Source: an optimization exercise on an open RTL-to-GDS flow (aim: small area and a short achievable clock period). Production flows keep margins and buffers that such runs may drop. The RTL was checked by simulation tests, not by an equivalence proof against the original design. The clock input has no modelled driver; a real chip could not lean on it and would need a root buffer or a full tree. Power figures rest on the tool's default switching activity, not on a simulated workload.

== job 2122 ==
==> flow/design.v (excerpt) <==
module module_regfile (
    input logic            clk_i,  
    input logic            rst_i,  
    input logic            we3_i,  
    input logic   [4 : 0]  a1_i,   
    input logic   [4 : 0]  a2_i,   
    input logic   [4 : 0]  a3_i,   
    input logic   [31 : 0] wd3_i,  
    output logic  [31 : 0] rd1_o,  
    output logic  [31 : 0] rd2_o   
);
    logic [31 : 0] rf_r [1 : 31];
    logic [31 : 0] rf_d [1 : 31];
    logic [31 : 1] hold;
    logic [31 : 0] wdn;
    assign wdn = ~(wd3_i & {32{rst_i}});
    always_comb begin
        for (int i = 1; i < 32; i++)
            hold[i] = rst_i && !(we3_i && (a3_i == i[4:0]));
    end
    logic [31 : 1] s1, s2;
    always_comb begin
        for (int i = 1; i < 32; i++) begin
            s1[i] = (a1_i == i[4:0]);
            s2[i] = (a2_i == i[4:0]);
        end
    end
    genvar r, b;
    generate
        for (r = 1; r < 32; r++) begin : row
            for (b = 0; b < 32; b++) begin : col
                logic n;
                rf_nand2  un (.a(rf_r[r][b]), .b(hold[r]), .y(n));
                rf_o21ai  uo (.a1(wdn[b]), .a2(hold[r]), .b1(n), .y(rf_d[r][b]));
            end
        end
        for (b = 0; b < 32; b++) begin : rdcol
            logic [31 : 1] q;
            for (r = 1; r < 32; r++) begin : rq
                assign q[r] = rf_r[r][b];
            end
            rf_rdbit u1 (.q(q), .s(s1), .y(rd1_o[b]));
            rf_rdbit u2 (.q(q), .s(s2), .y(rd2_o[b]));
        end
    endgenerate
    always_ff @ (negedge clk_i) begin
  ...
For scale: about 990 flip-flops, about 110 I/O pins.
export LEC_CHECK = 0
export CAP_MARGIN = 20
export CORE_MARGIN = 2
export CORE_UTILIZATION = 55
export SLEW_MARGIN = 20
export SYNTH_HIERARCHICAL = 1
export SYNTH_MINIMUM_KEEP_SIZE = 0
create_clock -name core_clock -period 12.0 [get_ports {clk_i}]
standard.sh (not shown) runs the stock make flow with config.mk's settings and CLKGATE_MAP_FILE= SYNTH_SCRIPT=/design/flow/synth_recipe.tcl, a recipe that flattens the netlist after the stock synthesis.
==> flow/flow/run.sh <==
#!/bin/bash
# The standard layout (standard.sh, all steps), with these changes:
# - clock tree: clock_tree.tcl builds it in place of TritonCTS (it is
#   sourced as the PRE_CTS hook and replaces clock_tree_synthesis). The clock
#   port drives 4 inv_16 roots, each root 16 clkbuf_8 leaves, each leaf a
#   cluster of about 15 nearby negative-edge registers. The clock inverter
#   that synthesis makes is not cloned next to every register.
# - right after the clock tree, repair_timing works on the paths from the
#   inputs to the registers as if the inputs arrived 2 ns later; the
#   constraint's input delay is then put back (see clock_tree.tcl).
# - ports are buffered with buf_2 cells.
# The make output goes to standard.log; ORFS writes each step's log under
# orfs/logs.
set -euo pipefail
W=$PWD
bash standard.sh PRE_CTS_TCL=$W/flow/clock_tree.tcl \
  CTREE_LEAVES=64 CTREE_LEAF=sky130_fd_sc_hd__clkbuf_8 CTREE_ROOT=sky130_fd_sc_hd__inv_16 CTREE_ROOTS=4 \
  CTREE_INPUT_MARGIN=2.0 \
  "BUFFER_PORTS_ARGS=-buffer_cell sky130_fd_sc_hd__buf_2" \
  finish > $W/standard.log 2>&1
==> flow/flow/clock_tree.tcl <==
# Clock tree for the negative-edge registers, built here in place of
# TritonCTS (see run.sh). The clock port drives a few root cells; each root
# drives a set of leaf cells; each leaf drives a cluster of nearby registers
# of about the same size (recursive bisection of the placed registers), so
# that every register has the same path from the clock port and a similar
# load. The one clock
# inverter that synthesis makes is replaced by the tree: with the default
# cells the roots are buffers and the leaves inverters.

proc repair_clock_inverters {args} {
  puts "clock tree: repair_clock_inverters skipped"
}

proc ctree_env {name default} {
  if {[info exists ::env($name)] && $::env($name) ne ""} { return $::env($name) }
  return $default
}

proc ctree_inverts {master} {
  return [string match "*inv*" [$master getName]]
}

proc ctree_out {inst} {
  foreach it [$inst getITerms] {
    if {[$it getIoType] eq "OUTPUT"} { return $it }
  }
}

proc ctree_in {inst} {
  foreach it [$inst getITerms] {
    if {[$it getIoType] eq "INPUT" && [$it isInputSignal]} { return $it }
  }
}

# split items {obj x y} into k groups of about equal count and compact shape:
# cut across the longer side of their bounding box, recursively
proc ctree_bisect {items k} {
  if {$k <= 1} { return [list $items] }
  set xs [lsort -integer [lmap s $items {lindex $s 1}]]
  set ys [lsort -integer [lmap s $items {lindex $s 2}]]
  set idx [expr {([lindex $xs end] - [lindex $xs 0]) >= ([lindex $ys end] - [lindex $ys 0]) ? 1 : 2}]
  set items [lsort -integer -index $idx $items]
  set k1 [expr {$k / 2}]
  set m [expr {[llength $items] * $k1 / $k}]
  return [concat [ctree_bisect [lrange $items 0 [expr {$m - 1}]] $k1] \
                 [ctree_bisect [lrange $items $m end] [expr {$k - $k1}]]]
}

proc ctree_center {items} {
  set sx 0; set sy 0
  foreach s $items { incr sx [lindex $s 1]; incr sy [lindex $s 2] }
  set n [llength $items]
  return [list [expr {$sx / $n}] [expr {$sy / $n}]]
}

proc ctree_place {inst xy} {
  $inst setLocation [lindex $xy 0] [lindex $xy 1]
  $inst setPlacementStatus PLACED
}

proc clock_tree_synthesis {args} {
  set db [ord::get_db]
  set block [ord::get_db_block]
  set nleaves [ctree_env CTREE_LEAVES 48]
  set nroots [ctree_env CTREE_ROOTS 4]
  set leafm [$db findMaster [ctree_env CTREE_LEAF sky130_fd_sc_hd__inv_8]]
  set rootm [$db findMaster [ctree_env CTREE_ROOT sky130_fd_sc_hd__clkbuf_16]]

  # the synthesized clock inverter between clk_i and the registers
  set cnet [$block findNet clk_i]
  set loads {}
  foreach it [$cnet getITerms] { lappend loads $it }
  if {[llength $loads] != 1} { error "clock tree: clk_i drives [llength $loads] pins, expected 1" }
  set inv [[lindex $loads 0] getInst]
  if {![ctree_inverts [$inv getMaster]]} { error "clock tree: [$inv getName] is not an inverter" }
  set onet [[ctree_out $inv] getNet]
  set sinks {}
  foreach it [$onet getITerms] {
    if {[$it getIoType] ne "INPUT"} { continue }
    set bb [[$it getInst] getBBox]
    lappend sinks [list $it [expr {([$bb xMin] + [$bb xMax]) / 2}] [expr {([$bb yMin] + [$bb yMax]) / 2}]]
  }
  if {[ctree_inverts $leafm] == [ctree_inverts $rootm]} {
    error "clock tree: exactly one of root and leaf must invert"
  }
  puts "clock tree: [llength $sinks] sinks, $nleaves leaves ([$leafm getName]), $nroots roots ([$rootm getName])"
  foreach it [$inv getITerms] { $it disconnect }
  odb::dbInst_destroy $inv
  odb::dbNet_destroy $onet

  # leaves
  set leaves {}
  set k 0
  foreach grp [ctree_bisect $sinks $nleaves] {
    if {1} {
      if {[llength $grp] == 0} { continue }
      set b [odb::dbInst_create $block $leafm "ctree_leaf_$k"]
      set n [odb::dbNet_create $block "ctree_leaf_net_$k"]
      $n setSigType CLOCK
      [ctree_out $b] connect $n
      foreach s $grp {
        set it [lindex $s 0]
        $it disconnect
        $it connect $n
      }
      set xy [ctree_center $grp]
      ctree_place $b $xy
      lappend leaves [list $b {*}$xy]
      incr k
    }
  }
  # roots: the leaves split the same way into nroots groups
  set groups [ctree_bisect $leaves $nroots]
  set r 0
  foreach grp $groups {
    set b [odb::dbInst_create $block $rootm "ctree_root_$r"]
    set n [odb::dbNet_create $block "ctree_root_net_$r"]
    $n setSigType CLOCK
    [ctree_in $b] connect $cnet
    [ctree_out $b] connect $n
    foreach l $grp { [ctree_in [lindex $l 0]] connect $n }
    ctree_place $b [ctree_center $grp]
    incr r
  }
  $cnet setSigType CLOCK
  puts "clock tree: inserted $k leaves and $r roots"
  global_connect
  set_propagated_clock [all_clocks]
  estimate_parasitics -placement
  report_clock_latency
  ctree_repair_inputs [ctree_env CTREE_INPUT_MARGIN 0]
}

# The paths from the input ports to the registers (the reset and write
# controls fan out to every register) have plenty of slack for repair_timing
# to leave them alone, but not much more than the paths from the registers
# to the outputs. Let repair_timing work on them alone, as if the inputs
# arrived margin ns later than the constraint says, then put the
# constraint's input delay back.
proc ctree_repair_inputs {margin} {
  if {$margin <= 0} { return }
  set clk [lindex [all_clocks] 0]
  set delay [expr {0.2 * [get_property $clk period]}]
  set ins [delete_from_list [all_inputs] [get_ports clk_i]]
  set_input_delay [expr {$delay + $margin}] -clock $clk $ins
  puts "clock tree: repair_timing with input delay [expr {$delay + $margin}]"
  report_worst_slack -max
  repair_timing -setup -setup_margin 0 -skip_last_gasp
  report_worst_slack -max
  set_input_delay $delay -clock $clk $ins
}
Job 2122 finished every step from synthesis to the final layout, and the layout passed the timing, DRC and antenna checks.
## Diff of input files: job 9172 against job 2122
-- flow/flow/run.sh --
<<< job 2122, line 11
# - ports are buffered with buf_2 cells.
>>> job 9172, line 11
# - ports are buffered with buf_1 cells.
<<< job 2122, line 19
  "BUFFER_PORTS_ARGS=-buffer_cell sky130_fd_sc_hd__buf_2" \
>>> job 9172, line 19
  "BUFFER_PORTS_ARGS=-buffer_cell sky130_fd_sc_hd__buf_1" \
Findings:
Re detailed-routed wire length on met2: job 9172 is about 1.7% down on job 2122. Routed wire in job 9172 totals more than in job 2122. From job 2122 to job 9172 the numbers moved as follows: final instance area level; post-synthesis to final-layout area growth moved up. Against job 2122, reg-to-reg setup timing slack in job 9172 came out better. Compared to job 2122, job 9172 has wire length of the first global-routing pass 1800 um higher. Against job 2122, via count in job 9172 rose slightly.
### job 9172 -> job 1265
-- flow/flow/run.sh --
<<< job 9172, line 8
# - right after the clock tree, repair_timing works on the paths from the
#   inputs to the registers as if the inputs arrived 2 ns later; the
#   constraint's input delay is then put back (see clock_tree.tcl).
# - ports are buffered with buf_1 cells.
>>> job 1265, line 8
# - right after the clock tree (see clock_tree.tcl): repair_timing downsizes
#   cells on paths with at least 1.75 ns of slack; then it works on the
#   paths from the inputs to the registers as if the inputs arrived 2 ns
#   later, and the constraint's input delay is put back; then it swaps
#   commutative pins on paths with less than 3 ns of slack.
# - ports are buffered with buf_2 cells.
<<< job 9172, line 18
  CTREE_INPUT_MARGIN=2.0 \
  "BUFFER_PORTS_ARGS=-buffer_cell sky130_fd_sc_hd__buf_1" \
>>> job 1265, line 20
  CTREE_RECOVER=1.75 CTREE_INPUT_MARGIN=2.0 CTREE_SWAP_MARGIN=3 \
  "BUFFER_PORTS_ARGS=-buffer_cell sky130_fd_sc_hd__buf_2" \
-- flow/flow/clock_tree.tcl --
<<< job 9172, line 6
# load. The one clock
# inverter that synthesis makes is replaced by the tree: with the default
# cells the roots are buffers and the leaves inverters.
>>> job 1265, line 6
# load. The one clock inverter that synthesis makes is replaced by the tree
# (one of root and leaf cells inverts).
#
# After the tree, three optional repair_timing passes (see the CTREE_*
# variables in run.sh): downsizing of cells whose paths keep at least
# CTREE_RECOVER ns of slack; upsizing on the paths from the inputs to the
# registers (ctree_repair_inputs); and pin swaps alone on every path with
# less than CTREE_SWAP_MARGIN ns of slack.
<<< job 9172, line 131
>>> job 1265, line 136
  set rp [ctree_env CTREE_RECOVER 0]
  if {$rp > 0} {
    report_design_area
    repair_timing -recover_power 100 -slack_margin $rp -verbose
    report_design_area
    report_worst_slack -max
  }
<<< job 9172, line 132
>>> job 1265, line 144
  set sm [ctree_env CTREE_SWAP_MARGIN 0]
  if {$sm > 0} {
    report_worst_slack -max
    repair_timing -setup -setup_margin $sm -sequence swap -skip_last_gasp
    report_worst_slack -max
  }
[summary]
Job 1265 closes out successfully: all stages finished, all timing, DRC and antenna checks passed.
Looking at routed wire length, job 1265 sits 1400 um below job 9172.
Setup slack in job 1265 is smaller than in job 9172.
Summary of job 1265 over job 9172: share of the core filled with cells saw a decrease, total of cells resized after clock tree synthesis saw an increase, sequential share of layout area saw an increase, via count saw little to no change.
Job 1265 vs. job 9172: wire length of the first global-routing pass went down by 0.77%.
Power consumption on job 1265 is ahead of job 9172.
Diff job 9172 and job 1265: setup slack after placement lower in job 1265
In every run of this note, the design's own scripts or RTL, not TritonCTS, make the clock network.

* * *

Another version of the RTL of module_regfile (not shown whole).
For scale: roughly 990 flip-flops, ~110 I/O pins.
Settings: LEC_CHECK=0, CAP_MARGIN=20, CORE_MARGIN=2, CORE_UTILIZATION=40, SLEW_MARGIN=20, SYNTH_HIERARCHICAL=1, SYNTH_MINIMUM_KEEP_SIZE=0; clock period 12.0 ns.
==> flow/flow/run.sh <==
#!/bin/bash
# The standard layout, with one change: the clock inverter that feeds the
# negative-edge registers is kept as one cell at the root of the clock tree
# (see pre_cts.tcl), instead of a copy next to every register.
set -euo pipefail
W=$PWD
bash standard.sh PRE_CTS_TCL=$W/flow/pre_cts.tcl finish > $W/standard.log 2>&1
==> flow/flow/pre_cts.tcl <==
# The negative-edge registers share one clock inverter at the root of the
# clock tree: do not clone it next to every register.
proc repair_clock_inverters {args} {
  puts "pre_cts.tcl: repair_clock_inverters skipped"
}
Then changed:
==> flow/run.sh (new file) <==
#!/bin/bash
# synth_recipe.tcl (not shown) runs the flow's synth.tcl, then flattens the netlist and writes it again
# the make line also repeats each setting of config.mk as NAME=value (left out here)
make -C /OpenROAD-flow-scripts/flow DESIGN_CONFIG=/design/flow/config.mk WORK_HOME=/design/flow/orfs CLKGATE_MAP_FILE= SYNTH_SCRIPT=/design/flow/synth_recipe.tcl finish
removed: flow/flow/run.sh
removed: flow/flow/pre_cts.tcl
removed: flow/standard.sh
Result: Die area stays the same; critical path depth does not change; power went up by about a fifth; cell count increases by about a fifth; cell area rose by a little under a tenth; hold slack degrades by 0.0033 ns; setup slack gets better by 0.13 ns; via count rose by roughly a tenth; synthesized cell count does not change.
